What follows belongs to an exercise in optimizing a design on an open flow for small area and a short achievable clock period; a production flow would make more cautious choices. Function was checked by simulation only, so behaviour that the tests miss may differ from the original.

$ cat flow/run.sh
#!/bin/bash
# synth_recipe.tcl (not shown) runs the flow's synth.tcl, then flattens the netlist and writes it again
# the make line also repeats each setting of config.mk as NAME=value (left out here)
make -C /OpenROAD-flow-scripts/flow DESIGN_CONFIG=/design/flow/config.mk WORK_HOME=/design/flow/orfs CLKGATE_MAP_FILE= SYNTH_SCRIPT=/design/flow/synth_recipe.tcl finish
$ cat flow/config.mk
export PLATFORM = sky130hd
export DESIGN_NAME = TempVerilogMultiplier
export DESIGN_NICKNAME = TempVerilogMultiplier
export VERILOG_FILES = /design/flow/design.v
export SDC_FILE = /design/flow/constraint.sdc
export NUM_CORES = 4
export LEC_CHECK = 0
export CAP_MARGIN = 20
export CORE_MARGIN = 2
export CORE_UTILIZATION = 40
export SLEW_MARGIN = 20
$ cat flow/constraint.sdc
create_clock -name core_clock -period 5.6 [get_ports {clk}]
set_input_delay 1.1200 -clock core_clock [delete_from_list [all_inputs] [get_ports {clk}]]
set_output_delay 1.1200 -clock core_clock [all_outputs]
set_load 0.01 [all_outputs]
$ cat flow/design.v
`timescale 1ns / 1ps
module TempVerilogMultiplier(
	 input clk,
    input reset,
    input en,
	 input [31:0] in0,	
	 input [31:0] in1,
	 input [31:0] in2,	
	 input signedOp,
	 output [63:0] out0,
	 output [63:0] out0Pre
    );
	wire s;
	reg [63:0] result;
	wire [63:0] resultPre;
	wire [63:0] level0 [0:31]; 
	reg [63:0] level1 [0:7];
	reg [63:0] level2 [0:1];
	integer i;
	genvar j;
	assign s = signedOp;
	assign out0 = result;
	assign out0Pre = resultPre;
	generate 
		for (j=0; j<31; j=j+1) begin
			assign level0[j] =  (({sign32(in1,s), in1}) << j) & duplicate(in0[j]);
		end;
		for (j=31; j<32; j=j+1) begin
			assign level0[j] =  (s ? -(({sign32(in1,s), in1}) << j) : (({sign32(in1,s), in1}) << j)) & duplicate(in0[j]);
		end;
	endgenerate;
	always @(posedge clk) begin
		for (i=0; i<8; i=i+1) begin
			level1[i] <= level0[i] + level0[i+8] + level0[i+16] + level0[i+24];
		end;
		for (i=0; i<2; i=i+1) begin
			level2[i] <= level1[i] + level1[i+2] + level1[i+4] + level1[i+6];
		end;		
		result <= resultPre; 
	end;
	assign resultPre = level2[0] + level2[1];
	function [63:0] duplicate(b);
		integer k;
	begin
		for (k=0; k<64; k=k+1)
			duplicate[k] = b;
	end;	
	endfunction;
	function [31:0] sign32(input [31:0] b, input s);
		integer k;
	begin
		for (k=0; k<32; k=k+1)
			sign32[k] = b[31] & s;
	end;	
	endfunction;
endmodule
==> run summary <==
status complete, no violations; Cell Area, Placed 86700 sq um; WP buf/inv 1; kind of critical path reg -> out; CP most frequent cell a21oi_4; syn nets around 10000; max-cap viol count 0; Req. time, crit path roughly 4.5 ns; asr flop ratio synth 0%; 1st-pass router iterations 6; nets@finish around 11000; Initial Util 40.2%; CP max stage cell clkdlybuf4s50_1; die width about 430 um; clock buffers created by TritonCTS 85; DIE AREA approximately 190000 sq um; crit-path max FO 4; Clock Latency Late Sink 0.74 ns; DPL Wire Length slightly below 200000 um; Distinct cells, synth 97; Cell Area, Synth ~74000 sq um; Worst-path clk slew around 0.06 ns; fin crit share between 90% and 100%; final wirelength approximately 240000 um; number of global-route vias before repair 63500; largest net degree at the start of global routing 34; Seq/Total Area, Yosys ~18%; # rows around 160; normalized max-slew margin a little under two fifths; first-pass GRT wire length approximately 360000 um; slowest stage delay, CP around 0.56 ns; area grow syn2layout 22.4%; CTS Root Cell clkbuf_16; final core occ 49.2%; Yosys reg bits 675; Core Region between 150000 and 200000 sq um; initial antenna violation count 29; H-tree depth 3; wire per inst 19.5 um; CP endpoint kind primary output; Congestion Overflow GR 0; 1st-iter DRT viols about 3500; Compound-Gate Fraction of Synth Area between 10% and 20%; die height around 430 um; most frequent cells in the layout inv_1 (1283), buf_4 (1096), and2_1 (828); final setup TNS 0 ns; Post-route DRC 0; vias per inst just over 5; Bufs on Longest Clock Path 3; design area 90000 sq um; # port buffers just under 200; GPL Wtd Cong a little under 1; commonest non-fill, non-tap cell in the layout inv_1; Final Skew 0.0278 ns; main combinational cell family by area after synthesis adder cells; GRT Util Overall 25.3%; Most used DFF post-synth dfxtp_1; final hold viol count 0; cell family with most CP delay compound AO/OA/AOI/OAI gates; CTS hold repair buffers 0; Final min period roughly 5.4 ns; area share of the largest cell type after synthesis approximately 20%; share of post-route cells with drive strength above 1 15.2%; Place WS -0.545 ns; Startpoint Class flop; synth top area cells fa_1 (20%), dfxtp_1 (18%), ha_1 (13%); Sink Count about 680; dpl cells 12000; Cell Chain, Critical Path ha_1 > a211o_1 > a211oi_2 > o22ai_4 > a21oi_4 > o31ai_4 > a31o_4 > a31o_2 > a21oi_4 > o21a_1 > o21ai_0 > xor2_1 > clkdlybuf4s50_1; Synth warnings 3; Synth Area in Adders 33.6%; Synth Instances 8531; hold slack ~0.33 ns; Via Count ~62000; I/O Pins 228; worst-margin pin slew just over 0.9 ns; hold crit path type reg -> reg; worst setup margin about 0.17 ns; number of nets still failing antenna checks after routing 0; Synth area leader fa_1; EDFF count, synth 0; Worst Path Arrival 4.31 ns; Synth Area in Simple Gates 16.4%; CTS tree built; count of pins over their slew limit 0; Syn Area/Cell 8.62 sq um; mux contribution to synthesized area 0.0544%; Max Clk Rate 184 MHz; xor/xnor cell area share of the yosys netlist 6.74%; non-filler instance count after layout about 12000; final setup violation count 0
==> per-layer routing <==
| layer | vias to the layer above | track usage (%) | wire (um) |
|---|---|---|---|
| li1 | 30100 | - | - |
| met1 | 30100 | 33.4 | 105000 |
| met2 | 1644 | 42.4 | 109000 |
| met3 | 424 | 2.94 | 14000 |
| met4 | 0 | 9.21 | 8850 |
| met5 | - | 0 | 0 |
==> Yosys cell counts, drive strengths merged, types with 73 or more instances <==
master	n
o21bai	83
nand2	534
ha	772
inv	1283
nand3	111
clkbuf	369
dfxtp	675
nor2b	74
a21oi	582
xnor2	353
and2	828
xor2	213
nor2	258
o21ai	315
fa	752
nand4	102
nand2b	73
a21o	438
and3	106
==> timing repair <==
| action | CTS | global route |
|---|---|---|
| gates resized for setup | 57 | 25 |
| endpoints found under the setup margin | 24 | 17 |
| gates cloned | 0 | 0 |
| pin swaps | 5 | 8 |
| setup buffers | 1 | 3 |
==> worst paths after layout <==
kind                          from                     to  slack (ns)  cells past startpoint
min reg2reg   level1[0][1]$_DFF_P_   level2[0][1]$_DFF_P_        0.33                      0
max reg2reg  level1[2][18]$_DFF_P_  level2[0][51]$_DFF_P_        0.46                     15
min           level1[0][1]$_DFF_P_   level2[0][1]$_DFF_P_        0.33                      0
max           level2[0][2]$_DFF_P_            out0Pre[58]        0.17                     13
==> cells by family after synthesis <==
family | Yosys count
AOI/OAI and AO/OA | 1839
buffers and inverters | 1665
and+or+nand+nor | 2258
adders and majority gates | 1524
muxes | 4
DFF | 675
xor gates and xnor gates | 566
==> registers in the layout, indices dropped and copies added (netlist names) <==
register / cells
level1: 484
level2: 127
result: 64
==> final cells by class <==
class | count | area, sq um
well taps | 2464 | 3080
multi-input cells | 6191 | 54000
diodes | 16 | 40.0
fillers | 17300 | 92800
repair buffers | 1367 | 11600
clock buffers | 106 | 2330
clock inverters | 54 | 686
inverters | 1283 | 4820
flip-flops and latches | 675 | 13500
==> worst reg2reg max path, delay by kind of cell, from the launching register on <==
| kind | cells | cell delay [ns] |
|---|---|---|
| simple gates | 1 | 0.49 |
| compound gates | 8 | 2.18 |
| fa+ha+maj | 3 | 1.42 |
| flops | 1 | 0.33 |
| xor+xnor | 1 | 0.38 |
| buf+inv | 2 | 0.14 |

## port drivers added, routing unchanged
In the flow no input, the clock included, has a driving cell. The finished layout below was timed again as built, in two steps.
Step 1 sets driving cells, clkbuf_16 on the clock port and buf_2 on the other inputs (assumed; they add their load-dependent delay and slew).
Step 2 adds t to the input delays and takes it off the output delays; t is the mean of the earliest and latest rising clock arrival at the registers after step 1. Input paths then give back, and output paths get back, about the clock's delay inside the block.
Slacks: ideal / step 1 / step 2; pairs: ideal / step 1.
t, ns: 0.796
slack for setup (ns): 0.166 / 0.087 / -0.521
worst setup path at the end: input to register
Met with ideal ports but missed after step 2: setup timing in this run. The setup slack of this run moves by -0.079 ns with the drivers and by -0.687 ns with both steps.
